Background: an optimization exercise with open tools, aiming at small area, a short achievable clock period and few clock cycles per item. Do not read the settings as production practice. Function was checked by simulation only, so behaviour that the tests miss may differ from the original. No activity file was given, so power comes from the tool's default toggle rates.

### config.mk
export PLATFORM = sky130hd
export DESIGN_NAME = MATRIX
export DESIGN_NICKNAME = MATRIX
export VERILOG_FILES = /design/flow/design.v
export SDC_FILE = /design/flow/constraint.sdc
export NUM_CORES = 4
export LEC_CHECK = 0
export CAP_MARGIN = 20
export CORE_MARGIN = 2
export CORE_UTILIZATION = 40
export SETUP_SLACK_MARGIN = 5
export SLEW_MARGIN = 20
### constraint.sdc
create_clock -name core_clock -period 10.0 [get_ports {CLK}]
set_input_delay 2.0000 -clock core_clock [delete_from_list [all_inputs] [get_ports {CLK}]]
set_output_delay 2.0000 -clock core_clock [all_outputs]
set_load 0.01 [all_outputs]
### design.v
module MATRIX(CLK, RESET, IN_VALID, IN, OUT_VALID, OUT);
input CLK;
input RESET;
input IN_VALID;
input [3:0] IN;
output reg OUT_VALID;
output [15:0] OUT;
reg [5:0] cnt;
reg [1:0] qa, qb, op;
reg [3:0] A0_0, A0_1, A0_2, A1_0, A1_1, A1_2, A2_0, A2_1, A2_2;
reg [3:0] B0_0, B0_1, B0_2, B1_0, B1_1, B1_2, B2_0, B2_1, B2_2;
reg [7:0] P;
reg [11:0] o;
assign OUT = {{4{o[11]}}, o};
wire [3:0] PH = P[7:4];
wire [3:0] PL = P[3:0];
wire [3:0] K1 = 4'b0001;
wire [3:0] KM1 = 4'b1111;
wire [5:0] ctl = {qa, qb, op};
wire ldA0 = cnt == 6'd0 || cnt == 6'd5 || cnt == 6'd7;
wire ldA1 = cnt == 6'd1 || cnt == 6'd3 || cnt == 6'd8;
wire ldA2 = cnt == 6'd2 || cnt == 6'd4 || cnt == 6'd6;
wire ldB0 = cnt == 6'd9 || cnt == 6'd14 || cnt == 6'd16;
wire ldB1 = cnt == 6'd10 || cnt == 6'd12 || cnt == 6'd17;
wire ldB2 = cnt == 6'd11 || cnt == 6'd13 || cnt == 6'd15;
always @(posedge CLK) begin
  A0_0 <= ldA0 ? IN : A0_2;
  A0_1 <= A0_0;
  A0_2 <= A0_1;
  A1_0 <= ldA1 ? IN : A1_2;
  A1_1 <= A1_0;
  A1_2 <= A1_1;
  A2_0 <= ldA2 ? IN : A2_2;
  A2_1 <= A2_0;
  A2_2 <= A2_1;
  B0_0 <= ldB0 ? IN : B0_2;
  B0_1 <= B0_0;
  B0_2 <= B0_1;
  B1_0 <= ldB1 ? IN : B1_2;
  B1_1 <= B1_0;
  B1_2 <= B1_1;
  B2_0 <= ldB2 ? IN : B2_2;
  B2_1 <= B2_0;
  B2_2 <= B2_1;
end
localparam [63:0] LUT_23_1111 = 64'h0000000000001111;
localparam [63:0] LUT_23_2222 = 64'h0000000000002222;
localparam [63:0] LUT_23_3333 = 64'h0000000000003333;
localparam [63:0] LUT_23_4444 = 64'h0000000000004444;
localparam [63:0] LUT_23_44440000 = 64'h0000000044440000;
localparam [63:0] LUT_23_77774444 = 64'h0000000077774444;
localparam [63:0] LUT_23_400040000 = 64'h0000000400040000;
localparam [63:0] LUT_23_400400003 = 64'h0000000400400003;
localparam [63:0] LUT_23_4000400000 = 64'h0000004000400000;
localparam [63:0] LUT_23_4004000030 = 64'h0000004004000030;
localparam [63:0] LUT_23_40004000000 = 64'h0000040004000000;
localparam [63:0] LUT_23_40040000300 = 64'h0000040040000300;
localparam [63:0] LUT_23_111100000000 = 64'h0000111100000000;
localparam [63:0] LUT_23_222200000000 = 64'h0000222200000000;
localparam [63:0] LUT_23_333300000000 = 64'h0000333300000000;
localparam [63:0] LUT_23_400000043000 = 64'h0000400000043000;
localparam [63:0] LUT_23_400040000000 = 64'h0000400040000000;
localparam [63:0] LUT_23_444400000000 = 64'h0000444400000000;
localparam [63:0] LUT_23_777744440000 = 64'h0000777744440000;
localparam [63:0] LUT_23_4000000000004 = 64'h0004000000000004;
localparam [63:0] LUT_23_4004300040040 = 64'h0004004300040040;
localparam [63:0] LUT_23_40000000000040 = 64'h0040000000000040;
localparam [63:0] LUT_23_40043000400400 = 64'h0040043000400400;
localparam [63:0] LUT_23_43000000030004 = 64'h0043000000030004;
localparam [63:0] LUT_23_400000000000400 = 64'h0400000000000400;
localparam [63:0] LUT_23_400430004004000 = 64'h0400430004004000;
localparam [63:0] LUT_23_430000000300040 = 64'h0430000000300040;
localparam [63:0] LUT_23_1111000011110000 = 64'h1111000011110000;
localparam [63:0] LUT_23_2222000022220000 = 64'h2222000022220000;
localparam [63:0] LUT_23_3004000030004000 = 64'h3004000030004000;
localparam [63:0] LUT_23_3333000033330000 = 64'h3333000033330000;
localparam [63:0] LUT_23_4000000000004000 = 64'h4000000000004000;
localparam [63:0] LUT_23_4000300440000004 = 64'h4000300440000004;
localparam [63:0] LUT_23_4300000003000400 = 64'h4300000003000400;
localparam [63:0] LUT_23_4444000000000000 = 64'h4444000000000000;
localparam [63:0] LUT_23_4444000000007777 = 64'h4444000000007777;
localparam [63:0] LUT_23_7777444400000000 = 64'h7777444400000000;
localparam [63:0] LUT_23_8888888888888888 = 64'h8888888888888888;
localparam [63:0] LUT_24_7777 = 64'h0000000000007777;
localparam [63:0] LUT_24_44444444 = 64'h0000000044444444;
localparam [63:0] LUT_24_77770000 = 64'h0000000077770000;
localparam [63:0] LUT_24_704030000 = 64'h0000000704030000;
localparam [63:0] LUT_24_7040300000 = 64'h0000007040300000;
localparam [63:0] LUT_24_70003040000 = 64'h0000070003040000;
localparam [63:0] LUT_24_111111110000 = 64'h0000111111110000;
localparam [63:0] LUT_24_222222220000 = 64'h0000222222220000;
localparam [63:0] LUT_24_333333330000 = 64'h0000333333330000;
localparam [63:0] LUT_24_444444440000 = 64'h0000444444440000;
localparam [63:0] LUT_24_700030400000 = 64'h0000700030400000;
localparam [63:0] LUT_24_777700000000 = 64'h0000777700000000;
localparam [63:0] LUT_24_4000000000400 = 64'h0004000000000400;
localparam [63:0] LUT_24_7040000040403 = 64'h0007040000040403;
localparam [63:0] LUT_24_40000000004000 = 64'h0040000000004000;
localparam [63:0] LUT_24_70400000404030 = 64'h0070400000404030;
localparam [63:0] LUT_24_400000000000004 = 64'h0400000000000004;
localparam [63:0] LUT_24_700000404000304 = 64'h0700000404000304;
localparam [63:0] LUT_24_1111000000001111 = 64'h1111000000001111;
localparam [63:0] LUT_24_2222000000002222 = 64'h2222000000002222;
localparam [63:0] LUT_24_3333000000003333 = 64'h3333000000003333;
localparam [63:0] LUT_24_4000000000000040 = 64'h4000000000000040;
localparam [63:0] LUT_24_4444000000004444 = 64'h4444000000004444;
localparam [63:0] LUT_24_4444444400000000 = 64'h4444444400000000;
localparam [63:0] LUT_24_7000004040003040 = 64'h7000004040003040;
localparam [63:0] LUT_24_7777000000000000 = 64'h7777000000000000;
localparam [63:0] LUT_24_8888888888888888 = 64'h8888888888888888;
localparam [63:0] LUT_25_4444 = 64'h0000000000004444;
localparam [63:0] LUT_25_11110000 = 64'h0000000011110000;
localparam [63:0] LUT_25_22220000 = 64'h0000000022220000;
localparam [63:0] LUT_25_33330000 = 64'h0000000033330000;
localparam [63:0] LUT_25_44440000 = 64'h0000000044440000;
localparam [63:0] LUT_25_44447777 = 64'h0000000044447777;
localparam [63:0] LUT_25_400040000 = 64'h0000000400040000;
localparam [63:0] LUT_25_4000400000 = 64'h0000004000400000;
localparam [63:0] LUT_25_40004000000 = 64'h0000040004000000;
localparam [63:0] LUT_25_111100001111 = 64'h0000111100001111;
localparam [63:0] LUT_25_222200002222 = 64'h0000222200002222;
localparam [63:0] LUT_25_333300003333 = 64'h0000333300003333;
localparam [63:0] LUT_25_400040000000 = 64'h0000400040000000;
localparam [63:0] LUT_25_444400000000 = 64'h0000444400000000;
localparam [63:0] LUT_25_444477770000 = 64'h0000444477770000;
localparam [63:0] LUT_25_3000440000000 = 64'h0003000440000000;
localparam [63:0] LUT_25_4000000000004 = 64'h0004000000000004;
localparam [63:0] LUT_25_4003000000070 = 64'h0004003000000070;
localparam [63:0] LUT_25_4400000074000 = 64'h0004400000074000;
localparam [63:0] LUT_25_30004000040000 = 64'h0030004000040000;
localparam [63:0] LUT_25_40000000000040 = 64'h0040000000000040;
localparam [63:0] LUT_25_40000400700004 = 64'h0040000400700004;
localparam [63:0] LUT_25_40030000000700 = 64'h0040030000000700;
localparam [63:0] LUT_25_300040000400000 = 64'h0300040000400000;
localparam [63:0] LUT_25_400000000000400 = 64'h0400000000000400;
localparam [63:0] LUT_25_400004007000040 = 64'h0400004007000040;
localparam [63:0] LUT_25_400300000007000 = 64'h0400300000007000;
localparam [63:0] LUT_25_1111000000000000 = 64'h1111000000000000;
localparam [63:0] LUT_25_2222000000000000 = 64'h2222000000000000;
localparam [63:0] LUT_25_3000400004000000 = 64'h3000400004000000;
localparam [63:0] LUT_25_3333000000000000 = 64'h3333000000000000;
localparam [63:0] LUT_25_4000000000004000 = 64'h4000000000004000;
localparam [63:0] LUT_25_4000000300000007 = 64'h4000000300000007;
localparam [63:0] LUT_25_4000040070000400 = 64'h4000040070000400;
localparam [63:0] LUT_25_4444000000000000 = 64'h4444000000000000;
localparam [63:0] LUT_25_4444777700000000 = 64'h4444777700000000;
localparam [63:0] LUT_25_7777000000004444 = 64'h7777000000004444;
localparam [63:0] LUT_26_11111111 = 64'h0000000011111111;
localparam [63:0] LUT_26_22222222 = 64'h0000000022222222;
localparam [63:0] LUT_26_33333333 = 64'h0000000033333333;
localparam [63:0] LUT_26_444400007777 = 64'h0000444400007777;
localparam [63:0] LUT_26_777700004444 = 64'h0000777700004444;
localparam [63:0] LUT_26_3000300000000 = 64'h0003000300000000;
localparam [63:0] LUT_26_4000400070007 = 64'h0004000400070007;
localparam [63:0] LUT_26_4000400400040 = 64'h0004000400400040;
localparam [63:0] LUT_26_4000440004000 = 64'h0004000440004000;
localparam [63:0] LUT_26_30003000000000 = 64'h0030003000000000;
localparam [63:0] LUT_26_40004000040004 = 64'h0040004000040004;
localparam [63:0] LUT_26_40004000700070 = 64'h0040004000700070;
localparam [63:0] LUT_26_40004004000400 = 64'h0040004004000400;
localparam [63:0] LUT_26_300030000000000 = 64'h0300030000000000;
localparam [63:0] LUT_26_400040000400040 = 64'h0400040000400040;
localparam [63:0] LUT_26_400040007000700 = 64'h0400040007000700;
localparam [63:0] LUT_26_400040040004000 = 64'h0400040040004000;
localparam [63:0] LUT_26_1111111100000000 = 64'h1111111100000000;
localparam [63:0] LUT_26_2222222200000000 = 64'h2222222200000000;
localparam [63:0] LUT_26_3000300000000000 = 64'h3000300000000000;
localparam [63:0] LUT_26_3333333300000000 = 64'h3333333300000000;
localparam [63:0] LUT_26_4000400000040004 = 64'h4000400000040004;
localparam [63:0] LUT_26_4000400004000400 = 64'h4000400004000400;
localparam [63:0] LUT_26_4000400070007000 = 64'h4000400070007000;
localparam [63:0] LUT_26_4444000077770000 = 64'h4444000077770000;
localparam [63:0] LUT_26_4444444444444444 = 64'h4444444444444444;
localparam [63:0] LUT_26_7777000044440000 = 64'h7777000044440000;
localparam [63:0] LUT_27_444400004444 = 64'h0000444400004444;
localparam [63:0] LUT_27_4000404000400 = 64'h0004000404000400;
localparam [63:0] LUT_27_40004040004000 = 64'h0040004040004000;
localparam [63:0] LUT_27_400040000040004 = 64'h0400040000040004;
localparam [63:0] LUT_27_1111111111111111 = 64'h1111111111111111;
localparam [63:0] LUT_27_2222222222222222 = 64'h2222222222222222;
localparam [63:0] LUT_27_3333333333333333 = 64'h3333333333333333;
localparam [63:0] LUT_27_4000400000400040 = 64'h4000400000400040;
localparam [63:0] LUT_27_4444000044440000 = 64'h4444000044440000;
localparam [63:0] LUT_27_4444444444444444 = 64'h4444444444444444;
localparam [63:0] LUT_27_7777777777777777 = 64'h7777777777777777;
localparam [63:0] LUT_28_30003 = 64'h0000000000030003;
localparam [63:0] LUT_28_300030 = 64'h0000000000300030;
localparam [63:0] LUT_28_3000300 = 64'h0000000003000300;
localparam [63:0] LUT_28_11111111 = 64'h0000000011111111;
localparam [63:0] LUT_28_22222222 = 64'h0000000022222222;
localparam [63:0] LUT_28_30003000 = 64'h0000000030003000;
localparam [63:0] LUT_28_33333333 = 64'h0000000033333333;
localparam [63:0] LUT_28_444400007777 = 64'h0000444400007777;
localparam [63:0] LUT_28_777700004444 = 64'h0000777700004444;
localparam [63:0] LUT_28_4000400400040 = 64'h0004000400400040;
localparam [63:0] LUT_28_4000440004000 = 64'h0004000440004000;
localparam [63:0] LUT_28_7000700040004 = 64'h0007000700040004;
localparam [63:0] LUT_28_40004000040004 = 64'h0040004000040004;
localparam [63:0] LUT_28_40004004000400 = 64'h0040004004000400;
localparam [63:0] LUT_28_70007000400040 = 64'h0070007000400040;
localparam [63:0] LUT_28_400040000400040 = 64'h0400040000400040;
localparam [63:0] LUT_28_400040040004000 = 64'h0400040040004000;
localparam [63:0] LUT_28_700070004000400 = 64'h0700070004000400;
localparam [63:0] LUT_28_1111111100000000 = 64'h1111111100000000;
localparam [63:0] LUT_28_2222222200000000 = 64'h2222222200000000;
localparam [63:0] LUT_28_3333333300000000 = 64'h3333333300000000;
localparam [63:0] LUT_28_4000400000040004 = 64'h4000400000040004;
localparam [63:0] LUT_28_4000400004000400 = 64'h4000400004000400;
localparam [63:0] LUT_28_4444000077770000 = 64'h4444000077770000;
localparam [63:0] LUT_28_4444444444444444 = 64'h4444444444444444;
localparam [63:0] LUT_28_7000700040004000 = 64'h7000700040004000;
localparam [63:0] LUT_28_7777000044440000 = 64'h7777000044440000;
localparam [63:0] LUT_29_4444 = 64'h0000000000004444;
localparam [63:0] LUT_29_11110000 = 64'h0000000011110000;
localparam [63:0] LUT_29_22220000 = 64'h0000000022220000;
localparam [63:0] LUT_29_33330000 = 64'h0000000033330000;
localparam [63:0] LUT_29_44440000 = 64'h0000000044440000;
localparam [63:0] LUT_29_44447777 = 64'h0000000044447777;
localparam [63:0] LUT_29_400040000 = 64'h0000000400040000;
localparam [63:0] LUT_29_740000003 = 64'h0000000740000003;
localparam [63:0] LUT_29_4000400000 = 64'h0000004000400000;
localparam [63:0] LUT_29_7000040030 = 64'h0000007000040030;
localparam [63:0] LUT_29_40004000000 = 64'h0000040004000000;
localparam [63:0] LUT_29_70000400300 = 64'h0000070000400300;
localparam [63:0] LUT_29_111100001111 = 64'h0000111100001111;
localparam [63:0] LUT_29_222200002222 = 64'h0000222200002222;
localparam [63:0] LUT_29_333300003333 = 64'h0000333300003333;
localparam [63:0] LUT_29_400040000000 = 64'h0000400040000000;
localparam [63:0] LUT_29_444400000000 = 64'h0000444400000000;
localparam [63:0] LUT_29_444477770000 = 64'h0000444477770000;
localparam [63:0] LUT_29_700004003000 = 64'h0000700004003000;
localparam [63:0] LUT_29_4000000000004 = 64'h0004000000000004;
localparam [63:0] LUT_29_4000000300040 = 64'h0004000000300040;
localparam [63:0] LUT_29_7400000044000 = 64'h0007400000044000;
localparam [63:0] LUT_29_40000000000040 = 64'h0040000000000040;
localparam [63:0] LUT_29_40000003000400 = 64'h0040000003000400;
localparam [63:0] LUT_29_70000400400004 = 64'h0070000400400004;
localparam [63:0] LUT_29_400000000000400 = 64'h0400000000000400;
localparam [63:0] LUT_29_400000030004000 = 64'h0400000030004000;
localparam [63:0] LUT_29_700004004000040 = 64'h0700004004000040;
localparam [63:0] LUT_29_1111000000000000 = 64'h1111000000000000;
localparam [63:0] LUT_29_2222000000000000 = 64'h2222000000000000;
localparam [63:0] LUT_29_3333000000000000 = 64'h3333000000000000;
localparam [63:0] LUT_29_4000000000004000 = 64'h4000000000004000;
localparam [63:0] LUT_29_4000000000030004 = 64'h4000000000030004;
localparam [63:0] LUT_29_4444000000000000 = 64'h4444000000000000;
localparam [63:0] LUT_29_4444777700000000 = 64'h4444777700000000;
localparam [63:0] LUT_29_7000040040000400 = 64'h7000040040000400;
localparam [63:0] LUT_29_7777000000004444 = 64'h7777000000004444;
localparam [63:0] LUT_30_7777 = 64'h0000000000007777;
localparam [63:0] LUT_30_44444444 = 64'h0000000044444444;
localparam [63:0] LUT_30_77770000 = 64'h0000000077770000;
localparam [63:0] LUT_30_404000000 = 64'h0000000404000000;
localparam [63:0] LUT_30_4040000000 = 64'h0000004040000000;
localparam [63:0] LUT_30_40000040000 = 64'h0000040000040000;
localparam [63:0] LUT_30_111111110000 = 64'h0000111111110000;
localparam [63:0] LUT_30_222222220000 = 64'h0000222222220000;
localparam [63:0] LUT_30_333333330000 = 64'h0000333333330000;
localparam [63:0] LUT_30_400000400000 = 64'h0000400000400000;
localparam [63:0] LUT_30_444444440000 = 64'h0000444444440000;
localparam [63:0] LUT_30_777700000000 = 64'h0000777700000000;
localparam [63:0] LUT_30_4040300070400 = 64'h0004040300070400;
localparam [63:0] LUT_30_40403000704000 = 64'h0040403000704000;
localparam [63:0] LUT_30_304000000000700 = 64'h0304000000000700;
localparam [63:0] LUT_30_400030407000004 = 64'h0400030407000004;
localparam [63:0] LUT_30_403000000000007 = 64'h0403000000000007;
localparam [63:0] LUT_30_1111000000001111 = 64'h1111000000001111;
localparam [63:0] LUT_30_2222000000002222 = 64'h2222000000002222;
localparam [63:0] LUT_30_3040000000007000 = 64'h3040000000007000;
localparam [63:0] LUT_30_3333000000003333 = 64'h3333000000003333;
localparam [63:0] LUT_30_4000304070000040 = 64'h4000304070000040;
localparam [63:0] LUT_30_4030000000000070 = 64'h4030000000000070;
localparam [63:0] LUT_30_4444000000004444 = 64'h4444000000004444;
localparam [63:0] LUT_30_4444444400000000 = 64'h4444444400000000;
localparam [63:0] LUT_30_7777000000000000 = 64'h7777000000000000;
localparam [63:0] LUT_31_1111 = 64'h0000000000001111;
localparam [63:0] LUT_31_2222 = 64'h0000000000002222;
localparam [63:0] LUT_31_3333 = 64'h0000000000003333;
localparam [63:0] LUT_31_4444 = 64'h0000000000004444;
localparam [63:0] LUT_31_44440000 = 64'h0000000044440000;
localparam [63:0] LUT_31_77774444 = 64'h0000000077774444;
localparam [63:0] LUT_31_400040000 = 64'h0000000400040000;
localparam [63:0] LUT_31_4000400000 = 64'h0000004000400000;
localparam [63:0] LUT_31_40004000000 = 64'h0000040004000000;
localparam [63:0] LUT_31_111100000000 = 64'h0000111100000000;
localparam [63:0] LUT_31_222200000000 = 64'h0000222200000000;
localparam [63:0] LUT_31_333300000000 = 64'h0000333300000000;
localparam [63:0] LUT_31_400040000000 = 64'h0000400040000000;
localparam [63:0] LUT_31_444400000000 = 64'h0000444400000000;
localparam [63:0] LUT_31_777744440000 = 64'h0000777744440000;
localparam [63:0] LUT_31_3000400430000 = 64'h0003000400430000;
localparam [63:0] LUT_31_4000000000004 = 64'h0004000000000004;
localparam [63:0] LUT_31_4004000040043 = 64'h0004004000040043;
localparam [63:0] LUT_31_4300000004000 = 64'h0004300000004000;
localparam [63:0] LUT_31_30004004300000 = 64'h0030004004300000;
localparam [63:0] LUT_31_40000000000040 = 64'h0040000000000040;
localparam [63:0] LUT_31_40000300000004 = 64'h0040000300000004;
localparam [63:0] LUT_31_40040000400430 = 64'h0040040000400430;
localparam [63:0] LUT_31_300040043000000 = 64'h0300040043000000;
localparam [63:0] LUT_31_400000000000400 = 64'h0400000000000400;
localparam [63:0] LUT_31_400003000000040 = 64'h0400003000000040;
localparam [63:0] LUT_31_400400004004300 = 64'h0400400004004300;
localparam [63:0] LUT_31_1111000011110000 = 64'h1111000011110000;
localparam [63:0] LUT_31_2222000022220000 = 64'h2222000022220000;
localparam [63:0] LUT_31_3000400030040000 = 64'h3000400030040000;
localparam [63:0] LUT_31_3333000033330000 = 64'h3333000033330000;
localparam [63:0] LUT_31_4000000000004000 = 64'h4000000000004000;
localparam [63:0] LUT_31_4000000440003004 = 64'h4000000440003004;
localparam [63:0] LUT_31_4000030000000400 = 64'h4000030000000400;
localparam [63:0] LUT_31_4444000000000000 = 64'h4444000000000000;
localparam [63:0] LUT_31_4444000000007777 = 64'h4444000000007777;
localparam [63:0] LUT_31_7777444400000000 = 64'h7777444400000000;
wire s_x0_A0_0 = ((cnt == 6'd23) && LUT_23_444400000000[ctl]) || ((cnt == 6'd24) && LUT_24_77770000[ctl]) || ((cnt == 6'd25) && LUT_25_7777000000004444[ctl]) || ((cnt == 6'd26) && LUT_26_7777000044440000[ctl]) || ((cnt == 6'd27) && LUT_27_444400004444[ctl]) || ((cnt == 6'd29) && LUT_29_4444[ctl]) || ((cnt == 6'd30) && LUT_30_7777000000000000[ctl]) || ((cnt == 6'd31) && LUT_31_777744440000[ctl]);
wire s_x0_A0_1 = (cnt == 6'd19) || (cnt == 6'd20) || (cnt == 6'd21) || ((cnt == 6'd23) && LUT_23_4444000000007777[ctl]) || ((cnt == 6'd24) && LUT_24_777700000000[ctl]) || ((cnt == 6'd25) && LUT_25_44440000[ctl]) || ((cnt == 6'd27) && LUT_27_4444000044440000[ctl]) || ((cnt == 6'd28) && LUT_28_444400007777[ctl]) || ((cnt == 6'd29) && LUT_29_444477770000[ctl]) || ((cnt == 6'd30) && LUT_30_7777[ctl]) || ((cnt == 6'd31) && LUT_31_4444000000000000[ctl]);
wire s_x0_A0_2 = (cnt == 6'd18) || ((cnt == 6'd23) && LUT_23_44440000[ctl]) || ((cnt == 6'd24) && LUT_24_4444000000004444[ctl]) || ((cnt == 6'd25) && LUT_25_444400000000[ctl]) || ((cnt == 6'd26) && LUT_26_777700004444[ctl]) || ((cnt == 6'd28) && LUT_28_4444000077770000[ctl]) || ((cnt == 6'd29) && LUT_29_4444000000000000[ctl]) || ((cnt == 6'd30) && LUT_30_444444440000[ctl]) || ((cnt == 6'd31) && LUT_31_4444[ctl]);
wire s_x0_A1_1 = (cnt == 6'd22);
wire s_x0_A2_2 = ((cnt == 6'd23) && LUT_23_8888888888888888[ctl]);
wire s_x0_K1 = ((cnt == 6'd23) && LUT_23_1111000011110000[ctl]) || ((cnt == 6'd25) && LUT_25_111100001111[ctl]) || ((cnt == 6'd27) && LUT_27_1111111111111111[ctl]) || ((cnt == 6'd29) && LUT_29_111100001111[ctl]) || ((cnt == 6'd31) && LUT_31_1111000011110000[ctl]);
wire s_x0_KM1 = ((cnt == 6'd23) && LUT_23_2222000022220000[ctl]) || ((cnt == 6'd25) && LUT_25_222200002222[ctl]) || ((cnt == 6'd27) && LUT_27_2222222222222222[ctl]) || ((cnt == 6'd29) && LUT_29_222200002222[ctl]) || ((cnt == 6'd31) && LUT_31_2222000022220000[ctl]);
wire [3:0] x0 = ({4{s_x0_A0_0}} & A0_0) | ({4{s_x0_A0_1}} & A0_1) | ({4{s_x0_A0_2}} & A0_2) | ({4{s_x0_A1_1}} & A1_1) | ({4{s_x0_A2_2}} & A2_2) | ({4{s_x0_K1}} & K1) | ({4{s_x0_KM1}} & KM1);
wire s_y0_A0_2 = (cnt == 6'd20);
wire s_y0_A1_2 = (cnt == 6'd19) || (cnt == 6'd21) || (cnt == 6'd22);
wire s_y0_A2_1 = (cnt == 6'd18) || ((cnt == 6'd23) && LUT_23_8888888888888888[ctl]);
wire s_y0_B0_0 = ((cnt == 6'd23) && LUT_23_400040000000[ctl]) || ((cnt == 6'd24) && LUT_24_4000000000000040[ctl]) || ((cnt == 6'd25) && LUT_25_400300000007000[ctl]) || ((cnt == 6'd27) && LUT_27_40004040004000[ctl]) || ((cnt == 6'd28) && LUT_28_4000400004000400[ctl]) || ((cnt == 6'd29) && LUT_29_4000000000004000[ctl]) || ((cnt == 6'd30) && LUT_30_400000400000[ctl]) || ((cnt == 6'd31) && LUT_31_300040043000000[ctl]);
wire s_y0_B0_1 = ((cnt == 6'd23) && LUT_23_43000000030004[ctl]) || ((cnt == 6'd24) && LUT_24_4000000000400[ctl]) || ((cnt == 6'd25) && LUT_25_400040000[ctl]) || ((cnt == 6'd26) && LUT_26_4000400400040[ctl]) || ((cnt == 6'd27) && LUT_27_400040000040004[ctl]) || ((cnt == 6'd29) && LUT_29_7000040030[ctl]) || ((cnt == 6'd30) && LUT_30_404000000[ctl]) || ((cnt == 6'd31) && LUT_31_4000000000004[ctl]);
wire s_y0_B0_2 = ((cnt == 6'd23) && LUT_23_40004000000[ctl]) || ((cnt == 6'd25) && LUT_25_4000400000[ctl]) || ((cnt == 6'd29) && LUT_29_400000000000400[ctl]) || ((cnt == 6'd31) && LUT_31_40000000000040[ctl]);
wire s_y0_B1_0 = ((cnt == 6'd23) && LUT_23_4000400000[ctl]) || ((cnt == 6'd25) && LUT_25_40004000000[ctl]) || ((cnt == 6'd29) && LUT_29_40000000000040[ctl]) || ((cnt == 6'd31) && LUT_31_400000000000400[ctl]);
wire s_y0_B1_1 = ((cnt == 6'd23) && LUT_23_400040000[ctl]) || ((cnt == 6'd24) && LUT_24_400000000000004[ctl]) || ((cnt == 6'd25) && LUT_25_4003000000070[ctl]) || ((cnt == 6'd27) && LUT_27_4000404000400[ctl]) || ((cnt == 6'd28) && LUT_28_40004000040004[ctl]) || ((cnt == 6'd29) && LUT_29_4000000000004[ctl]) || ((cnt == 6'd30) && LUT_30_40000040000[ctl]) || ((cnt == 6'd31) && LUT_31_3000400430000[ctl]);
wire s_y0_B1_2 = ((cnt == 6'd23) && LUT_23_4300000003000400[ctl]) || ((cnt == 6'd24) && LUT_24_40000000004000[ctl]) || ((cnt == 6'd25) && LUT_25_400040000000[ctl]) || ((cnt == 6'd26) && LUT_26_400040040004000[ctl]) || ((cnt == 6'd27) && LUT_27_4000400000400040[ctl]) || ((cnt == 6'd29) && LUT_29_700004003000[ctl]) || ((cnt == 6'd30) && LUT_30_4040000000[ctl]) || ((cnt == 6'd31) && LUT_31_4000000000004000[ctl]);
wire s_y0_B2_0 = ((cnt == 6'd25) && LUT_25_40030000000700[ctl]) || ((cnt == 6'd28) && LUT_28_400040000400040[ctl]) || ((cnt == 6'd31) && LUT_31_30004004300000[ctl]);
wire s_y0_B2_1 = ((cnt == 6'd23) && LUT_23_3004000030004000[ctl]) || ((cnt == 6'd24) && LUT_24_444444440000[ctl]) || ((cnt == 6'd25) && LUT_25_4000000300000007[ctl]) || ((cnt == 6'd26) && LUT_26_4000400000040004[ctl]) || ((cnt == 6'd27) && LUT_27_3333333333333333[ctl]) || ((cnt == 6'd28) && LUT_28_4000440004000[ctl]) || ((cnt == 6'd29) && LUT_29_740000003[ctl]) || ((cnt == 6'd30) && LUT_30_4444000000004444[ctl]) || ((cnt == 6'd31) && LUT_31_3000400030040000[ctl]);
wire s_y0_B2_2 = ((cnt == 6'd23) && LUT_23_430000000300040[ctl]) || ((cnt == 6'd26) && LUT_26_40004004000400[ctl]) || ((cnt == 6'd29) && LUT_29_70000400300[ctl]);
wire s_y0_K1 = ((cnt == 6'd23) && LUT_23_3333[ctl]) || ((cnt == 6'd24) && LUT_24_333333330000[ctl]) || ((cnt == 6'd25) && LUT_25_3333000000000000[ctl]) || ((cnt == 6'd26) && LUT_26_3333333300000000[ctl]) || ((cnt == 6'd28) && LUT_28_33333333[ctl]) || ((cnt == 6'd29) && LUT_29_33330000[ctl]) || ((cnt == 6'd30) && LUT_30_3333000000003333[ctl]) || ((cnt == 6'd31) && LUT_31_333300000000[ctl]);
wire [3:0] y0 = ({4{s_y0_A0_2}} & A0_2) | ({4{s_y0_A1_2}} & A1_2) | ({4{s_y0_A2_1}} & A2_1) | ({4{s_y0_B0_0}} & B0_0) | ({4{s_y0_B0_1}} & B0_1) | ({4{s_y0_B0_2}} & B0_2) | ({4{s_y0_B1_0}} & B1_0) | ({4{s_y0_B1_1}} & B1_1) | ({4{s_y0_B1_2}} & B1_2) | ({4{s_y0_B2_0}} & B2_0) | ({4{s_y0_B2_1}} & B2_1) | ({4{s_y0_B2_2}} & B2_2) | ({4{s_y0_K1}} & K1);
wire s_x1_A1_0 = ((cnt == 6'd23) && LUT_23_4444[ctl]) || ((cnt == 6'd24) && LUT_24_444444440000[ctl]) || ((cnt == 6'd25) && LUT_25_4444000000000000[ctl]) || ((cnt == 6'd26) && LUT_26_4444000077770000[ctl]) || ((cnt == 6'd28) && LUT_28_777700004444[ctl]) || ((cnt == 6'd29) && LUT_29_444400000000[ctl]) || ((cnt == 6'd30) && LUT_30_4444000000004444[ctl]) || ((cnt == 6'd31) && LUT_31_44440000[ctl]);
wire s_x1_A1_1 = ((cnt == 6'd23) && LUT_23_4444000000000000[ctl]) || ((cnt == 6'd24) && LUT_24_7777[ctl]) || ((cnt == 6'd25) && LUT_25_444477770000[ctl]) || ((cnt == 6'd26) && LUT_26_444400007777[ctl]) || ((cnt == 6'd27) && LUT_27_4444000044440000[ctl]) || ((cnt == 6'd29) && LUT_29_44440000[ctl]) || ((cnt == 6'd30) && LUT_30_777700000000[ctl]) || ((cnt == 6'd31) && LUT_31_4444000000007777[ctl]);
wire s_x1_A1_2 = ((cnt == 6'd23) && LUT_23_777744440000[ctl]) || ((cnt == 6'd24) && LUT_24_7777000000000000[ctl]) || ((cnt == 6'd25) && LUT_25_4444[ctl]) || ((cnt == 6'd27) && LUT_27_444400004444[ctl]) || ((cnt == 6'd28) && LUT_28_7777000044440000[ctl]) || ((cnt == 6'd29) && LUT_29_7777000000004444[ctl]) || ((cnt == 6'd30) && LUT_30_77770000[ctl]) || ((cnt == 6'd31) && LUT_31_444400000000[ctl]);
wire s_x1_K1 = ((cnt == 6'd23) && LUT_23_1111[ctl]) || ((cnt == 6'd24) && LUT_24_111111110000[ctl]) || ((cnt == 6'd25) && LUT_25_1111000000000000[ctl]) || ((cnt == 6'd26) && LUT_26_1111111100000000[ctl]) || ((cnt == 6'd28) && LUT_28_11111111[ctl]) || ((cnt == 6'd29) && LUT_29_11110000[ctl]) || ((cnt == 6'd30) && LUT_30_1111000000001111[ctl]) || ((cnt == 6'd31) && LUT_31_111100000000[ctl]);
wire s_x1_KM1 = ((cnt == 6'd23) && LUT_23_2222[ctl]) || ((cnt == 6'd24) && LUT_24_222222220000[ctl]) || ((cnt == 6'd25) && LUT_25_2222000000000000[ctl]) || ((cnt == 6'd26) && LUT_26_2222222200000000[ctl]) || ((cnt == 6'd28) && LUT_28_22222222[ctl]) || ((cnt == 6'd29) && LUT_29_22220000[ctl]) || ((cnt == 6'd30) && LUT_30_2222000000002222[ctl]) || ((cnt == 6'd31) && LUT_31_222200000000[ctl]);
wire s_x1_PH = (cnt == 6'd19) || (cnt == 6'd20) || (cnt == 6'd21) || (cnt == 6'd22) || ((cnt == 6'd23) && LUT_23_8888888888888888[ctl]) || ((cnt == 6'd24) && LUT_24_8888888888888888[ctl]);
wire [3:0] x1 = ({4{s_x1_A1_0}} & A1_0) | ({4{s_x1_A1_1}} & A1_1) | ({4{s_x1_A1_2}} & A1_2) | ({4{s_x1_K1}} & K1) | ({4{s_x1_KM1}} & KM1) | ({4{s_x1_PH}} & PH);
wire s_y1_A0_1 = (cnt == 6'd21);
wire s_y1_A1_1 = (cnt == 6'd19) || ((cnt == 6'd23) && LUT_23_8888888888888888[ctl]);
wire s_y1_A2_1 = (cnt == 6'd20) || (cnt == 6'd22) || ((cnt == 6'd24) && LUT_24_8888888888888888[ctl]);
wire s_y1_B0_0 = ((cnt == 6'd23) && LUT_23_4000000000004000[ctl]) || ((cnt == 6'd24) && LUT_24_7040300000[ctl]) || ((cnt == 6'd25) && LUT_25_3000400004000000[ctl]) || ((cnt == 6'd26) && LUT_26_3000300000000000[ctl]) || ((cnt == 6'd27) && LUT_27_4000400000400040[ctl]) || ((cnt == 6'd28) && LUT_28_400040040004000[ctl]) || ((cnt == 6'd29) && LUT_29_400040000000[ctl]) || ((cnt == 6'd30) && LUT_30_3040000000007000[ctl]) || ((cnt == 6'd31) && LUT_31_4000030000000400[ctl]);
wire s_y1_B0_1 = ((cnt == 6'd23) && LUT_23_400400003[ctl]) || ((cnt == 6'd24) && LUT_24_70003040000[ctl]) || ((cnt == 6'd25) && LUT_25_4000000000004[ctl]) || ((cnt == 6'd26) && LUT_26_40004000040004[ctl]) || ((cnt == 6'd27) && LUT_27_4000404000400[ctl]) || ((cnt == 6'd28) && LUT_28_30003[ctl]) || ((cnt == 6'd29) && LUT_29_4000000300040[ctl]) || ((cnt == 6'd30) && LUT_30_403000000000007[ctl]) || ((cnt == 6'd31) && LUT_31_400040000[ctl]);
wire s_y1_B0_2 = ((cnt == 6'd23) && LUT_23_400000000000400[ctl]) || ((cnt == 6'd25) && LUT_25_40000000000040[ctl]) || ((cnt == 6'd26) && LUT_26_300030000000000[ctl]) || ((cnt == 6'd28) && LUT_28_300030[ctl]) || ((cnt == 6'd29) && LUT_29_40004000000[ctl]) || ((cnt == 6'd31) && LUT_31_4000400000[ctl]);
wire s_y1_B1_0 = ((cnt == 6'd23) && LUT_23_40000000000040[ctl]) || ((cnt == 6'd25) && LUT_25_400000000000400[ctl]) || ((cnt == 6'd26) && LUT_26_30003000000000[ctl]) || ((cnt == 6'd28) && LUT_28_3000300[ctl]) || ((cnt == 6'd29) && LUT_29_4000400000[ctl]) || ((cnt == 6'd31) && LUT_31_40004000000[ctl]);
wire s_y1_B1_1 = ((cnt == 6'd23) && LUT_23_4000000000004[ctl]) || ((cnt == 6'd24) && LUT_24_704030000[ctl]) || ((cnt == 6'd25) && LUT_25_30004000040000[ctl]) || ((cnt == 6'd26) && LUT_26_3000300000000[ctl]) || ((cnt == 6'd27) && LUT_27_400040000040004[ctl]) || ((cnt == 6'd28) && LUT_28_4000400400040[ctl]) || ((cnt == 6'd29) && LUT_29_400040000[ctl]) || ((cnt == 6'd30) && LUT_30_304000000000700[ctl]) || ((cnt == 6'd31) && LUT_31_40000300000004[ctl]);
wire s_y1_B1_2 = ((cnt == 6'd23) && LUT_23_40040000300[ctl]) || ((cnt == 6'd24) && LUT_24_700030400000[ctl]) || ((cnt == 6'd25) && LUT_25_4000000000004000[ctl]) || ((cnt == 6'd26) && LUT_26_4000400004000400[ctl]) || ((cnt == 6'd27) && LUT_27_40004040004000[ctl]) || ((cnt == 6'd28) && LUT_28_30003000[ctl]) || ((cnt == 6'd29) && LUT_29_400000030004000[ctl]) || ((cnt == 6'd30) && LUT_30_4030000000000070[ctl]) || ((cnt == 6'd31) && LUT_31_400040000000[ctl]);
wire s_y1_B2_0 = ((cnt == 6'd25) && LUT_25_300040000400000[ctl]) || ((cnt == 6'd28) && LUT_28_40004004000400[ctl]) || ((cnt == 6'd31) && LUT_31_400003000000040[ctl]);
wire s_y1_B2_1 = ((cnt == 6'd23) && LUT_23_400000043000[ctl]) || ((cnt == 6'd24) && LUT_24_4444000000004444[ctl]) || ((cnt == 6'd25) && LUT_25_3000440000000[ctl]) || ((cnt == 6'd26) && LUT_26_4000440004000[ctl]) || ((cnt == 6'd28) && LUT_28_4000400000040004[ctl]) || ((cnt == 6'd29) && LUT_29_4000000000030004[ctl]) || ((cnt == 6'd30) && LUT_30_444444440000[ctl]) || ((cnt == 6'd31) && LUT_31_4300000004000[ctl]);
wire s_y1_B2_2 = ((cnt == 6'd23) && LUT_23_4004000030[ctl]) || ((cnt == 6'd26) && LUT_26_400040000400040[ctl]) || ((cnt == 6'd29) && LUT_29_40000003000400[ctl]);
wire s_y1_K1 = ((cnt == 6'd23) && LUT_23_333300000000[ctl]) || ((cnt == 6'd24) && LUT_24_3333000000003333[ctl]) || ((cnt == 6'd25) && LUT_25_33330000[ctl]) || ((cnt == 6'd26) && LUT_26_33333333[ctl]) || ((cnt == 6'd28) && LUT_28_3333333300000000[ctl]) || ((cnt == 6'd29) && LUT_29_3333000000000000[ctl]) || ((cnt == 6'd30) && LUT_30_333333330000[ctl]) || ((cnt == 6'd31) && LUT_31_3333[ctl]);
wire [3:0] y1 = ({4{s_y1_A0_1}} & A0_1) | ({4{s_y1_A1_1}} & A1_1) | ({4{s_y1_A2_1}} & A2_1) | ({4{s_y1_B0_0}} & B0_0) | ({4{s_y1_B0_1}} & B0_1) | ({4{s_y1_B0_2}} & B0_2) | ({4{s_y1_B1_0}} & B1_0) | ({4{s_y1_B1_1}} & B1_1) | ({4{s_y1_B1_2}} & B1_2) | ({4{s_y1_B2_0}} & B2_0) | ({4{s_y1_B2_1}} & B2_1) | ({4{s_y1_B2_2}} & B2_2) | ({4{s_y1_K1}} & K1);
wire s_x2_A2_0 = ((cnt == 6'd24) && LUT_24_44444444[ctl]) || ((cnt == 6'd25) && LUT_25_4444777700000000[ctl]) || ((cnt == 6'd26) && LUT_26_4444444444444444[ctl]) || ((cnt == 6'd30) && LUT_30_4444444400000000[ctl]) || ((cnt == 6'd31) && LUT_31_77774444[ctl]);
wire s_x2_A2_1 = ((cnt == 6'd23) && LUT_23_7777444400000000[ctl]) || ((cnt == 6'd25) && LUT_25_44447777[ctl]) || ((cnt == 6'd27) && LUT_27_7777777777777777[ctl]) || ((cnt == 6'd29) && LUT_29_44447777[ctl]) || ((cnt == 6'd31) && LUT_31_7777444400000000[ctl]);
wire s_x2_A2_2 = ((cnt == 6'd23) && LUT_23_77774444[ctl]) || ((cnt == 6'd24) && LUT_24_4444444400000000[ctl]) || ((cnt == 6'd28) && LUT_28_4444444444444444[ctl]) || ((cnt == 6'd29) && LUT_29_4444777700000000[ctl]) || ((cnt == 6'd30) && LUT_30_44444444[ctl]);
wire s_x2_K1 = ((cnt == 6'd23) && LUT_23_111100000000[ctl]) || ((cnt == 6'd24) && LUT_24_1111000000001111[ctl]) || ((cnt == 6'd25) && LUT_25_11110000[ctl]) || ((cnt == 6'd26) && LUT_26_11111111[ctl]) || ((cnt == 6'd28) && LUT_28_1111111100000000[ctl]) || ((cnt == 6'd29) && LUT_29_1111000000000000[ctl]) || ((cnt == 6'd30) && LUT_30_111111110000[ctl]) || ((cnt == 6'd31) && LUT_31_1111[ctl]);
wire s_x2_KM1 = ((cnt == 6'd23) && LUT_23_222200000000[ctl]) || ((cnt == 6'd24) && LUT_24_2222000000002222[ctl]) || ((cnt == 6'd25) && LUT_25_22220000[ctl]) || ((cnt == 6'd26) && LUT_26_22222222[ctl]) || ((cnt == 6'd28) && LUT_28_2222222200000000[ctl]) || ((cnt == 6'd29) && LUT_29_2222000000000000[ctl]) || ((cnt == 6'd30) && LUT_30_222222220000[ctl]) || ((cnt == 6'd31) && LUT_31_2222[ctl]);
wire s_x2_PL = (cnt == 6'd19) || (cnt == 6'd20) || (cnt == 6'd21) || (cnt == 6'd22) || ((cnt == 6'd23) && LUT_23_8888888888888888[ctl]) || ((cnt == 6'd24) && LUT_24_8888888888888888[ctl]);
wire [4:0] x2 = ({5{s_x2_A2_0}} & {A2_0[3], A2_0}) | ({5{s_x2_A2_1}} & {A2_1[3], A2_1}) | ({5{s_x2_A2_2}} & {A2_2[3], A2_2}) | ({5{s_x2_K1}} & {K1[3], K1}) | ({5{s_x2_KM1}} & {KM1[3], KM1}) | ({5{s_x2_PL}} & {1'b0, PL});
wire s_y2_A0_1 = (cnt == 6'd21);
wire s_y2_A1_1 = (cnt == 6'd19) || ((cnt == 6'd23) && LUT_23_8888888888888888[ctl]);
wire s_y2_A2_1 = (cnt == 6'd20) || (cnt == 6'd22) || ((cnt == 6'd24) && LUT_24_8888888888888888[ctl]);
wire s_y2_B0_0 = ((cnt == 6'd24) && LUT_24_70400000404030[ctl]) || ((cnt == 6'd25) && LUT_25_4000040070000400[ctl]) || ((cnt == 6'd26) && LUT_26_4000400070007000[ctl]) || ((cnt == 6'd30) && LUT_30_4000304070000040[ctl]) || ((cnt == 6'd31) && LUT_31_400400004004300[ctl]);
wire s_y2_B0_1 = ((cnt == 6'd23) && LUT_23_4004300040040[ctl]) || ((cnt == 6'd24) && LUT_24_700000404000304[ctl]) || ((cnt == 6'd28) && LUT_28_7000700040004[ctl]) || ((cnt == 6'd29) && LUT_29_70000400400004[ctl]) || ((cnt == 6'd30) && LUT_30_4040300070400[ctl]);
wire s_y2_B0_2 = ((cnt == 6'd26) && LUT_26_400040007000700[ctl]) || ((cnt == 6'd28) && LUT_28_70007000400040[ctl]);
wire s_y2_B1_0 = ((cnt == 6'd26) && LUT_26_40004000700070[ctl]) || ((cnt == 6'd28) && LUT_28_700070004000400[ctl]);
wire s_y2_B1_1 = ((cnt == 6'd24) && LUT_24_7040000040403[ctl]) || ((cnt == 6'd25) && LUT_25_40000400700004[ctl]) || ((cnt == 6'd26) && LUT_26_4000400070007[ctl]) || ((cnt == 6'd30) && LUT_30_400030407000004[ctl]) || ((cnt == 6'd31) && LUT_31_4004000040043[ctl]);
wire s_y2_B1_2 = ((cnt == 6'd23) && LUT_23_400430004004000[ctl]) || ((cnt == 6'd24) && LUT_24_7000004040003040[ctl]) || ((cnt == 6'd28) && LUT_28_7000700040004000[ctl]) || ((cnt == 6'd29) && LUT_29_7000040040000400[ctl]) || ((cnt == 6'd30) && LUT_30_40403000704000[ctl]);
wire s_y2_B2_0 = ((cnt == 6'd25) && LUT_25_400004007000040[ctl]) || ((cnt == 6'd31) && LUT_31_40040000400430[ctl]);
wire s_y2_B2_1 = ((cnt == 6'd23) && LUT_23_4000300440000004[ctl]) || ((cnt == 6'd25) && LUT_25_4400000074000[ctl]) || ((cnt == 6'd27) && LUT_27_4444444444444444[ctl]) || ((cnt == 6'd29) && LUT_29_7400000044000[ctl]) || ((cnt == 6'd31) && LUT_31_4000000440003004[ctl]);
wire s_y2_B2_2 = ((cnt == 6'd23) && LUT_23_40043000400400[ctl]) || ((cnt == 6'd29) && LUT_29_700004004000040[ctl]);
wire s_y2_K1 = ((cnt == 6'd23) && LUT_23_3333000033330000[ctl]) || ((cnt == 6'd25) && LUT_25_333300003333[ctl]) || ((cnt == 6'd27) && LUT_27_3333333333333333[ctl]) || ((cnt == 6'd29) && LUT_29_333300003333[ctl]) || ((cnt == 6'd31) && LUT_31_3333000033330000[ctl]);
wire [3:0] y2 = ({4{s_y2_A0_1}} & A0_1) | ({4{s_y2_A1_1}} & A1_1) | ({4{s_y2_A2_1}} & A2_1) | ({4{s_y2_B0_0}} & B0_0) | ({4{s_y2_B0_1}} & B0_1) | ({4{s_y2_B0_2}} & B0_2) | ({4{s_y2_B1_0}} & B1_0) | ({4{s_y2_B1_1}} & B1_1) | ({4{s_y2_B1_2}} & B1_2) | ({4{s_y2_B2_0}} & B2_0) | ({4{s_y2_B2_1}} & B2_1) | ({4{s_y2_B2_2}} & B2_2) | ({4{s_y2_K1}} & K1);
wire signed [7:0] m0 = $signed(x0) * $signed(y0);
wire signed [7:0] m1 = $signed(x1) * $signed(y1);
wire signed [8:0] m2 = $signed(x2) * $signed(y2);
wire dm = (cnt >= 6'd19 && cnt <= 6'd22) || (op == 2'd3 && (cnt == 6'd23 || cnt == 6'd24));
wire odd = cnt == 6'd21 || cnt == 6'd23 || cnt == 6'd24;
wire neg = dm && (odd ^ qa[0]);
wire keep = (dm && cnt != 6'd19) || (op == 2'd3 && cnt >= 6'd25);
wire signed [11:0] T = dm ? ({{4{m1[7]}}, m1, 4'b0000} + {{3{m2[8]}}, m2}) : ({{4{m0[7]}}, m0} + {{4{m1[7]}}, m1} + {{3{m2[8]}}, m2});
wire [11:0] onext = (keep ? o : 12'd0) + (T ^ {12{neg}}) + {11'd0, neg};
wire [5:0] cend = (op == 2'd3) ? 6'd33 : 6'd32;
always @(posedge CLK) begin
  P <= m0;
  o <= onext;
  if (cnt == 6'd18) qa <= IN[1:0];
  if (cnt == 6'd19) qa[1] <= qa[1] ^ (qa[0] & IN[0]);
  if (cnt == 6'd20) qb <= IN[1:0];
  if (cnt == 6'd21) qb[1] <= qb[1] ^ (qb[0] & IN[0]);
  if (cnt == 6'd22) op <= IN[1:0];
  if (RESET) begin
    cnt <= 6'd0;
    OUT_VALID <= 1'b0;
  end else begin
    if (cnt == 6'd0) cnt <= {5'd0, IN_VALID};
    else if (cnt == cend) cnt <= 6'd0;
    else cnt <= cnt + 6'd1;
    OUT_VALID <= (op != 2'd3) ? (cnt >= 6'd23 && cnt <= 6'd31) : (cnt >= 6'd24 && cnt <= 6'd32);
  end
end
endmodule
### run.sh
#!/bin/bash
# synth_recipe.tcl (not shown) runs the flow's synth.tcl, then flattens the netlist and writes it again
# the make line also repeats each setting of config.mk as NAME=value (left out here)
make -C /OpenROAD-flow-scripts/flow DESIGN_CONFIG=/design/flow/config.mk WORK_HOME=/design/flow/orfs CLKGATE_MAP_FILE= SYNTH_SCRIPT=/design/flow/synth_recipe.tcl finish
==> metrics.yaml, run 1 <==
outcome:
  status: "finished clean"
cts:
  numCtsBuffers: 9
  cts.sinks: 105
  h-tree-depth: 3
  postCtsHoldBufs: 0
  cts_tree: "done"
  worst_skew_pair.late_latency_ps: 370
  cts_max_path_buffers: 2
  clockRootBuffer: "clkbuf_16"
  clk_pin_slew_ps: 80
timing:
  slew_viol_final: 0
  grt_setup_unrepaired: "true"
  period_minus_slack_ps: 7980
  fmax_ghz: 0.125
  tns_ps: 0
  slew_headroom_pct: 25.1
  hold_violations: 0
  worst_pin_slew_ps: 1110
  fin_crit_sh_pct: 79.8
  finClkSkew_ps: 15.2
  final-setup-viol-count: 0
finish:
  finalNetCount: 1693
  drive_gt1_share_pct: 33.9
  top_register: "o"
  final_core_util_pct: 55.1
  reg.largest.list: "o (12), P (8), cnt (6)"
  largest_register_ffs: 12
  area_growth_syn_to_layout_pct: 36.6
  final_cells: 1961
  multi_input_area_mm2: 0.00957
  final-seq-area_mm2: 0.00218
  fillers: 2539
floorplanning:
  ios: 24
  die_h_um: 171
  fp.dieW_um: 171
  initial_core_util_pct: 40.4
  rows: 61
  core_mm2: 0.0276
  design.die.area_mm2: 0.0292
placement:
  port_buffers: 23
  post-dp-hpwl_mm: 35.5
  gp_congestion: 1.04
  dp_cells: 1784
yosys:
  synth_nets: 1542
  syn_area_mm2: 0.0112
  yosysSeqAreaShare_pct: 19.4
  synth_warnings: 1
  async_flop_share_pct: 0
  ys.flop_type: "dfxtp_1"
  synth_cells: 1426
  syn_area_per_cell_um2: 7.82
  synth_cell_type_count: 87
  ys_ff_latch: 105
  synth-edff-count: 6
critical_path:
  worstPathRequired_ps: 10310
  path_class: "reg2reg"
  cp-start-kind: "flop"
  cp_common_cell: "fa_1"
  r2r-start: "qb[1]"
  arrival_ps: 8290
  cpMaxStageDelayCell: "fa_2"
  cp-startpoint: "qb[1]"
  cp-end-kind: "flop"
  cp_slowest_stage_delay_ps: 570
  crit_path_max_fanout: 7
drt:
  initialDrtViolationCount: 2126
  wire_per_inst_um: 26.2
  vias: 13000
  ant_nets: 0
  drc: 0
  met3_length_mm: 6.82
  route.met2.wl_mm: 20.8
  wl_mm: 51.3
  highest_layer: "met5"
  vias_per_cell: 6.61
  firstDrtPassIters: 9
  met1_length_mm: 20.5
power_and_ir_drop:
  leakage_nw: 6.30
  ir_drop_uv: 89.2
  power_density_mw_per_mm2: 83.5
global_routing:
  first_global_vias: 12100
  globalRouteTotalUtil_pct: 34.1
  overflow: 0
  antenna_found_initial: 2
  grt_pass1_wl_mm: 75.4
  grt_max_degree: 34
min_path:
  hp-start: "A0_0[2]"
  hold_path.class: "reg2reg"
job:
  maxCapViolCount: 0
logic make-up (layout without fill, tap and decap cells):
logic type	Yosys count	after routing	share of synthesized area, %
AOI/OAI and AO/OA	459	459	28.9
and+or+nand+nor	433	434	20.0
buffers and inverters	224	379	8.22
adders and majority gates	109	109	15.0
DFF	105	105	19.4
xor gates and xnor gates	70	70	5.86
muxes	26	26	2.57
other	0	1	0
layer usage:
metal / vias to the layer above / global-route usage, %
met1: 6110 / 45.9
li1: 5558 / -
met3: 284 / 10.7
met5: - / 0
met4: 2 / 15.3
met2: 1010 / 49.8
synthesized netlist by cell type (19+ instances only):
| library cell | count | area (um^2) |
|---|---|---|
| nor2_1 | 86 | 323 |
| fa_1 | 41 | 821 |
| a221oi_1 | 21 | 184 |
| o21ai_0 | 70 | 350 |
| mux2_2 | 21 | 236 |
| clkbuf_1 | 46 | 173 |
| and2_1 | 20 | 125 |
| nand2b_1 | 23 | 144 |
| inv_1 | 114 | 428 |
| a221o_1 | 19 | 190 |
| a22oi_1 | 32 | 240 |
| o22ai_1 | 23 | 144 |
| nand3_1 | 53 | 265 |
| nand2_1 | 101 | 379 |
| a21oi_1 | 105 | 526 |
| nor2b_1 | 27 | 169 |
| buf_2 | 37 | 185 |
| ha_1 | 68 | 851 |
| xnor2_1 | 52 | 455 |
| and3_1 | 19 | 119 |
| dfxtp_1 | 99 | 1980 |
| nor3_1 | 28 | 140 |
cell type report:
cell class,instances,area share (%)
repair buffers,244,14.7
inverters,119,3.07
clock inverters,6,0.444
diodes,1,0.0164
multi-input cells,1098,62.8
clock buffers,10,1.50
well taps,378,3.11
flip-flops and latches,105,14.3
cells in the final DEF, fill, tap and decap left out, types with 9 or more instances in the layout:
| master | netlist | routed |
|---|---|---|
| buf_4 | 6 | 165 |
| dfxtp_1 | 99 | 94 |
| inv_1 | 114 | 92 |
| nand2_1 | 101 | 86 |
| nor2_1 | 86 | 75 |
| a21oi_1 | 105 | 72 |
| o21ai_0 | 70 | 51 |
| nand3_1 | 53 | 46 |
| xnor2_1 | 52 | 43 |
| buf_6 | 1 | 41 |
| ha_1 | 68 | 40 |
| fa_1 | 41 | 38 |
| a21oi_2 | 1 | 29 |
| a22oi_1 | 32 | 27 |
| ha_4 | 0 | 27 |
| nor3_1 | 28 | 26 |
| clkdlybuf4s50_1 | 0 | 23 |
| inv_2 | 5 | 22 |
| o22ai_1 | 23 | 22 |
| nor2b_1 | 27 | 22 |
| mux2_2 | 21 | 20 |
| a221o_1 | 19 | 19 |
| a21o_1 | 18 | 18 |
| o211ai_1 | 17 | 17 |
| a31oi_1 | 14 | 14 |
| o21ai_1 | 2 | 13 |
| and2_1 | 20 | 13 |
| nand2b_1 | 23 | 12 |
| or2_2 | 18 | 12 |
| a221oi_2 | 2 | 12 |
| nand4_1 | 12 | 12 |
| and3_1 | 19 | 11 |
| a222oi_1 | 11 | 11 |
| clkbuf_16 | 0 | 11 |
| nand2_2 | 0 | 10 |
| a211oi_1 | 12 | 10 |
| xor2_1 | 15 | 9 |
| o21ai_2 | 1 | 9 |
per-stage QoR:
step | area (um^2) | power (mW) | hold WS, ps | setup WS, ps
floorplan | 11600 | 0.729 | 331 | 2430
global placement | 12200 | 0.825 | 336 | 1030
detailed placement | 12200 | 0.828 | 340 | 1060
CTS | 14100 | 1.24 | 354 | 2050
global route | 15200 | 1.33 | 356 | 1740
finish | 15200 | 1.27 | 353 | 2020
critical path: cells and delay by family, from the launching register on:
kind,cells,cell delay [ps]
buffers and inverters,7,880
adders and majority gates,8,3180
AOI/OAI and AO/OA,9,1660
DFF,1,530
xor gates and xnor gates,2,350
and+or+nand+nor,6,1290
final timing paths:
| kind | slack, ps | cells after the start | end |
|---|---|---|---|
| setup / recovery | 2020 | 32 | o[11] |
| hold reg to reg | 350 | 0 | A0_1[2] |
| setup reg to reg | 2020 | 32 | o[11] |
| hold / removal | 350 | 0 | A0_1[2] |
where the power goes:
| group | total (mW) | internal, mW | switching, mW |
|---|---|---|---|
| clock | 0.366 | 0.196 | 0.171 |
| combinational | 0.349 | 0.184 | 0.165 |
| sequential | 0.556 | 0.492 | 0.0640 |
| total | 1.27 | 0.872 | 0.400 |
repair_timing:
action | in CTS | in global routing
setup endpoints to repair | 16 | 15
gates resized for setup | 207 | 118
setup buffers | 97 | 58
endpoints found under the hold margin | 0 | 0
cloned | 2 | 3
pin swaps | 72 | 84
Testbench counts, summed over its fixed seeds: cycles 53,192, items 1,600.
==> run 2, diff against run 1 <==
--- a/config.mk
+++ b/config.mk
@@ -5,6 +5,7 @@
 export SDC_FILE = /design/flow/constraint.sdc
 export NUM_CORES = 4
 export LEC_CHECK = 0
+export ABC_CLOCK_PERIOD_IN_PS = 4000
 export CAP_MARGIN = 20
 export CORE_MARGIN = 2
 export CORE_UTILIZATION = 40
==> run 2 against run 1 <==
Compared with the run above:
- final cell count did not move
- global-route usage is the same
- synthesized area unchanged
- sequential power hardly changed
- largest power group unchanged
==> metrics.yaml, run 2 <==
outcome:
  status: "finished clean"
global_routing:
  met2_usage_pct: 49.8
  grtUsageMet1_pct: 45.9
  first_global_vias: 12100
  antenna_found_initial: 2
  globalRouteTotalUtil_pct: 34.1
  grt_pass1_wl_mm: 75.4
  grt_max_degree: 34
  grtUsageMet3_pct: 10.7
  overflow: 0
  grt.busiest_layer: "met2"
floorplanning:
  design.die.area_mm2: 0.0292
  initial_core_util_pct: 40.4
  rows: 61
  ios: 24
  fp.dieW_um: 171
  die_h_um: 171
  core_mm2: 0.0276
yosys:
  synth_nets: 1542
  yosysSeqAreaShare_pct: 19.4
  synth_top_area_share_pct: 17.8
  synth_warnings: 1
  syn_area_per_cell_um2: 7.82
  synth-edff-count: 6
  synth_cell_type_count: 87
  ys.flop_type: "dfxtp_1"
  netlist_top_cells_area: "dfxtp_1, ha_1, fa_1, a21oi_1, xnor2_1"
  yosysTopAreaCell: "dfxtp_1"
  async_flop_share_pct: 0
  post-synth-top-count-cell: "inv_1"
  ys_ff_latch: 105
  syn_area_mm2: 0.0112
  synth_cells: 1426
  yosys-top-cells-count: "inv_1, a21oi_1, nand2_1"
power_and_ir_drop:
  report.power.total_mw: 1.27
  ir_drop_uv: 89.2
  power_density_mw_per_mm2: 83.5
  leakage_nw: 6.30
timing:
  slew_viol_final: 0
  final-setup-viol-count: 0
  finClkSkew_ps: 15.2
  worst_pin_slew_ps: 1110
  period_minus_slack_ps: 7980
  fin_ws_ps: 2020
  grt_setup_unrepaired: "true"
  hold_ws_ps: 353
  tns_ps: 0
  hold_violations: 0
  fmax_ghz: 0.125
  fin_crit_sh_pct: 79.8
  slew_headroom_pct: 25.1
finish:
  drive_gt1_share_pct: 33.9
  reg.largest.list: "o (12), P (8), cnt (6)"
  finalNetCount: 1693
  fillers: 2539
  area_growth_syn_to_layout_pct: 36.6
  top_register: "o"
  final_core_util_pct: 55.1
  layout_commonest_cell: "buf_4"
  final_cell_mix: "buf_4, dfxtp_1, inv_1, nand2_1, nor2_1"
  multi_input_area_mm2: 0.00957
  largest_register_ffs: 12
  final-seq-area_mm2: 0.00218
drt:
  initialDrtViolationCount: 2126
  wire_per_inst_um: 26.2
  drc: 0
  wl_mm: 51.3
  vias: 13000
  firstDrtPassIters: 9
  ant_nets: 0
  vias_per_cell: 6.61
critical_path:
  ff2ff_path_depth: 32
  r2r_end: "o[11]"
  r2r-start: "qb[1]"
  cp_slowest_stage_delay_ps: 570
  cpMaxStageDelayCell: "fa_2"
  path_class: "reg2reg"
  cp-end-kind: "flop"
  cp_common_cell: "fa_1"
  crit_path_max_fanout: 7
  r2r_slack_ps: 2020
  cp-start-kind: "flop"
  worstPathRequired_ps: 10310
  arrival_ps: 8290
cts:
  cts_max_path_buffers: 2
  worst_skew_pair.late_latency_ps: 370
  clockRootBuffer: "clkbuf_16"
  cts.sinks: 105
  cts_tree: "done"
  numCtsBuffers: 9
  h-tree-depth: 3
  clk_pin_slew_ps: 80
min_path:
  hold_depth: 0
  hp-start: "A0_0[2]"
  hold_end: "A0_1[2]"
  hold_path.class: "reg2reg"
job:
  maxCapViolCount: 0
placement:
  gp_congestion: 1.04
  place_ws_ps: 1060
  port_buffers: 23
  post-dp-hpwl_mm: 35.5
[run 2: power by group]
group	switching [mW]	leakage, nW	internal, mW
sequential	0.0640	0.880	0.492
clock	0.171	0.146	0.196
combinational	0.165	5.28	0.184
[run 2: layer usage]
layer  vias to the layer above  routed length [um]
li1                       5558                   -
met1                      6110               20500
met2                      1010               20800
met3                       284                6820
met4                         2                3210
met5                         -                  11
[run 2: timing repair]
item                       CTS  global route
gates resized for setup    207           118
setup endpoints to repair   16            15
hold buffers                 0             0
buffers inserted            97            58
cloned                       2             3
pin swaps                   72            84
[run 2: critical path, delay by kind of cell (launching register included)]
family,cells,cell delay (ps)
AND/OR/NAND/NOR,6,1290
adder cells (fa/ha/maj),8,3180
flip-flops,1,530
buffers and inverters,7,880
AO/OA/AOI/OAI,9,1660
XOR/XNOR,2,350
[run 2: worst max path at each step]
| stage | start | end | slack, ps | cells past startpoint |
|---|---|---|---|---|
| after floorplan | qa[1] | o[11] | 2430 | 37 |
| after global placement | qb[1] | o[11] | 1030 | 35 |
| after detailed placement | qb[1] | o[11] | 1060 | 35 |
| after CTS | qb[0] | o[11] | 2050 | 33 |
| after global routing | cnt[0] | o[11] | 1740 | 36 |
| final | qb[1] | o[11] | 2020 | 32 |
[run 2: metrics by stage]
stage | instance area [um^2] | instances
floorplan | 11600 | 1426
global placement | 12200 | 1784
detailed placement | 12200 | 1784
CTS | 14100 | 1899
global route | 15200 | 1960
finish | 15200 | 1961
[run 2: logic make-up after synthesis]
kind of cell             share of synthesized area [%]
multiplexers                                      2.57
buffers and inverters                             8.22
flip-flops                                        19.4
adder cells (fa/ha/maj)                           15.0
AO/OA/AOI/OAI                                     28.9
AND/OR/NAND/NOR                                   20.0
XOR/XNOR                                          5.86
[run 2: cell type report]
class                           count  share of cell area [%]
Antenna cell                        1                  0.0164
Clock buffer                       10                    1.50
Clock inverter                      6                   0.444
Inverter                          119                    3.07
Multi-Input combinational cell   1098                    62.8
Sequential cell                   105                    14.3
Tap cell                          378                    3.11
Timing Repair Buffer              244                    14.7
==> run 3, diff against run 2 <==
--- a/config.mk
+++ b/config.mk
@@ -5,9 +5,7 @@
 export SDC_FILE = /design/flow/constraint.sdc
 export NUM_CORES = 4
 export LEC_CHECK = 0
-export ABC_CLOCK_PERIOD_IN_PS = 4000
 export CAP_MARGIN = 20
 export CORE_MARGIN = 2
 export CORE_UTILIZATION = 40
-export SETUP_SLACK_MARGIN = 5
 export SLEW_MARGIN = 20
==> run 3 against run 2 <==
Compared with the run above:
- die area unchanged
- first-iteration DRC count decreased by 20%
- clock power shrank 3%
- critical path type unchanged
- combinational power shrank 27%
- final cell count decreased by 7.9%
- core utilization decreased by 11 points
- critical path depth rose by 1
- count of clock-buffer cells in the layout shrank 1
- largest power group unchanged
- still clean
- cell area fell by 20%
==> metrics.yaml, run 3 <==
cts:
  clockRootBuffer: "clkbuf_16"
  cts_tree: "done"
  cts_max_path_buffers: 2
  cts_resized: 0
  worst_skew_pair.late_latency_ps: 360
  post_cts_buffers: 0
  postCtsHoldBufs: 0
  h-tree-depth: 3
  numCtsBuffers: 9
  clk_pin_slew_ps: 80
  cts.sinks: 105
min_path:
  hold_path.class: "reg2reg"
  hp-start: "A1_0[3]"
  hold_depth: 0
  hold_end: "A1_1[3]"
timing:
  grt_setup_unrepaired: "false"
  finClkSkew_ps: 9.40
  period_minus_slack_ps: 9470
  slew_viol_final: 0
  fmax_ghz: 0.106
  hold_violations: 0
  final-setup-viol-count: 0
  fin_crit_sh_pct: 94.7
  hold_ws_ps: 351
  tns_ps: 0
  worst_pin_slew_ps: 1100
  slew_headroom_pct: 26.2
finish:
  top_register: "o"
  final_core_util_pct: 44.3
  drive_gt1_share_pct: 10.3
  reg.largest.list: "o (12), P (8), cnt (6)"
  area_growth_syn_to_layout_pct: 9.69
  antennaDiodeCount: 0
  final_cells: 1807
  final_cell_mix: "inv_1, a21oi_1, nand2_1, dfxtp_1, nor2_1"
  largest_register_ffs: 12
  layout_commonest_cell: "inv_1"
  finalNetCount: 1540
global_routing:
  overflow: 0
  grt_max_degree: 57
  grt_pass1_wl_mm: 69.4
  globalRouteTotalUtil_pct: 31.5
  first_global_vias: 11100
  antenna_found_initial: 0
floorplanning:
  fp.dieW_um: 171
  die_h_um: 171
  initial_core_util_pct: 40.4
  rows: 61
  ios: 24
  design.die.area_mm2: 0.0292
  core_mm2: 0.0276
critical_path:
  cp-start-kind: "flop"
  path_class: "reg2reg"
  r2r_slack_ps: 530
  crit_path_max_fanout: 16
  arrival_ps: 9710
  cp-end-kind: "flop"
  crit_buf_inv: 4
  crit_family: "adder cells"
  cpMaxStageDelayCell: "a211oi_1"
  cp_common_cell: "fa_1"
  r2r_end: "o[11]"
  ff2ff_path_depth: 33
  worstPathRequired_ps: 10240
  r2r-start: "cnt[3]"
  cp_slowest_stage_delay_ps: 760
yosys:
  ys_ff_latch: 105
  yosysTopAreaCell: "dfxtp_1"
  yosys-top-cells-count: "inv_1, a21oi_1, nand2_1"
  post-synth-top-count-cell: "inv_1"
  synth_cells: 1426
  synth_top_area_share_pct: 17.8
  synth-edff-count: 6
  async_flop_share_pct: 0
  synth_warnings: 1
  netlist_top_cells_area: "dfxtp_1, ha_1, fa_1, a21oi_1, xnor2_1"
  syn_area_per_cell_um2: 7.82
  ys.flop_type: "dfxtp_1"
  synth_nets: 1542
  syn_area_mm2: 0.0112
  synth_cell_type_count: 87
  yosysSeqAreaShare_pct: 19.4
placement:
  dp_cells: 1791
  post-dp-hpwl_mm: 35.1
  port_buffers: 23
  gp_congestion: 1.06
drt:
  initialDrtViolationCount: 1697
  firstDrtPassIters: 6
  wl_mm: 45.8
  vias_per_cell: 6.47
  drc: 0
  ant_nets: 0
  wire_per_inst_um: 25.4
  vias: 11700
power_and_ir_drop:
  report.power.total_mw: 1.16
  leakage_nw: 5.13
  ir_drop_uv: 89.4
  power_density_mw_per_mm2: 94.8
job:
  maxCapViolCount: 0
outcome:
  status: "finished clean"
==> run 3: cell counts after synthesis <==
No cell type changed its count.
==> run 3: how the worst max path moves through the flow <==
stage / from / to / slack [ps] / cells after the start
2_1_floorplan: qa[0] / o[11] / 1830 / 35
3_3_place_gp: cnt[3] / o[11] / 830 / 33
3_5_place_dp: cnt[3] / o[11] / 790 / 33
4_1_cts: cnt[3] / o[11] / 710 / 33
5_1_grt: cnt[1] / o[11] / 140 / 34
6_report: cnt[3] / o[11] / 530 / 33
==> run 3: worst register-to-register path: cells and delay by family, from the launching register on <==
kind            cells  cell delay (ps)
xor+xnor            4              910
flops               1              620
fa+ha+maj           8             3140
compound gates     10             2040
simple gates        7             2380
buf+inv             4              270
==> run 3: cell families after synthesis <==
group / synth area share, %
buffers and inverters: 8.22
adders and majority gates: 15.0
DFF: 19.4
xor gates and xnor gates: 5.86
muxes: 2.57
and+or+nand+nor: 20.0
AOI/OAI and AO/OA: 28.9
==> run 3: cell type report <==
type                       instances  area [um^2]
fill                            2853        15400
clock inverter                     7         58.8
multi-input combinational       1097         8090
tap                              378          473
sequential                       105         2160
timing repair buffer              92          773
inverter                         119          447
clock buffer                       9          225
==> run 3: per-stage QoR <==
| stage | setup WS [ps] | instance area (um^2) |
|---|---|---|
| floorplan | 1830 | 11200 |
| global placement | 826 | 11900 |
| detailed placement | 789 | 11900 |
| CTS | 709 | 12200 |
| global route | 145 | 12200 |
| finish | 528 | 12200 |
==> run 3: layer usage <==
metal / up-vias / global-route usage, % / routed length, um
li1: 5223 / - / -
met2: 733 / 47.5 / 19600
met3: 152 / 6.34 / 4960
met5: - / 0 / 0
met1: 5592 / 44.4 / 19400
met4: 0 / 11.3 / 1970
==> run 3: power breakdown <==
group	switching [mW]	leakage, nW	internal, mW
sequential	0.0569	0.876	0.492
clock	0.182	0.140	0.174
combinational	0.131	4.11	0.123
total	0.370	5.13	0.790

Check on run 3: ideal ports give 0.528 ns setup slack; a clkbuf_16 on the clock port and buf_2 on the inputs give 0.528 ns; moving port delays by the midpoint clock arrival (0.407 ns) as well gives 0.528 ns.
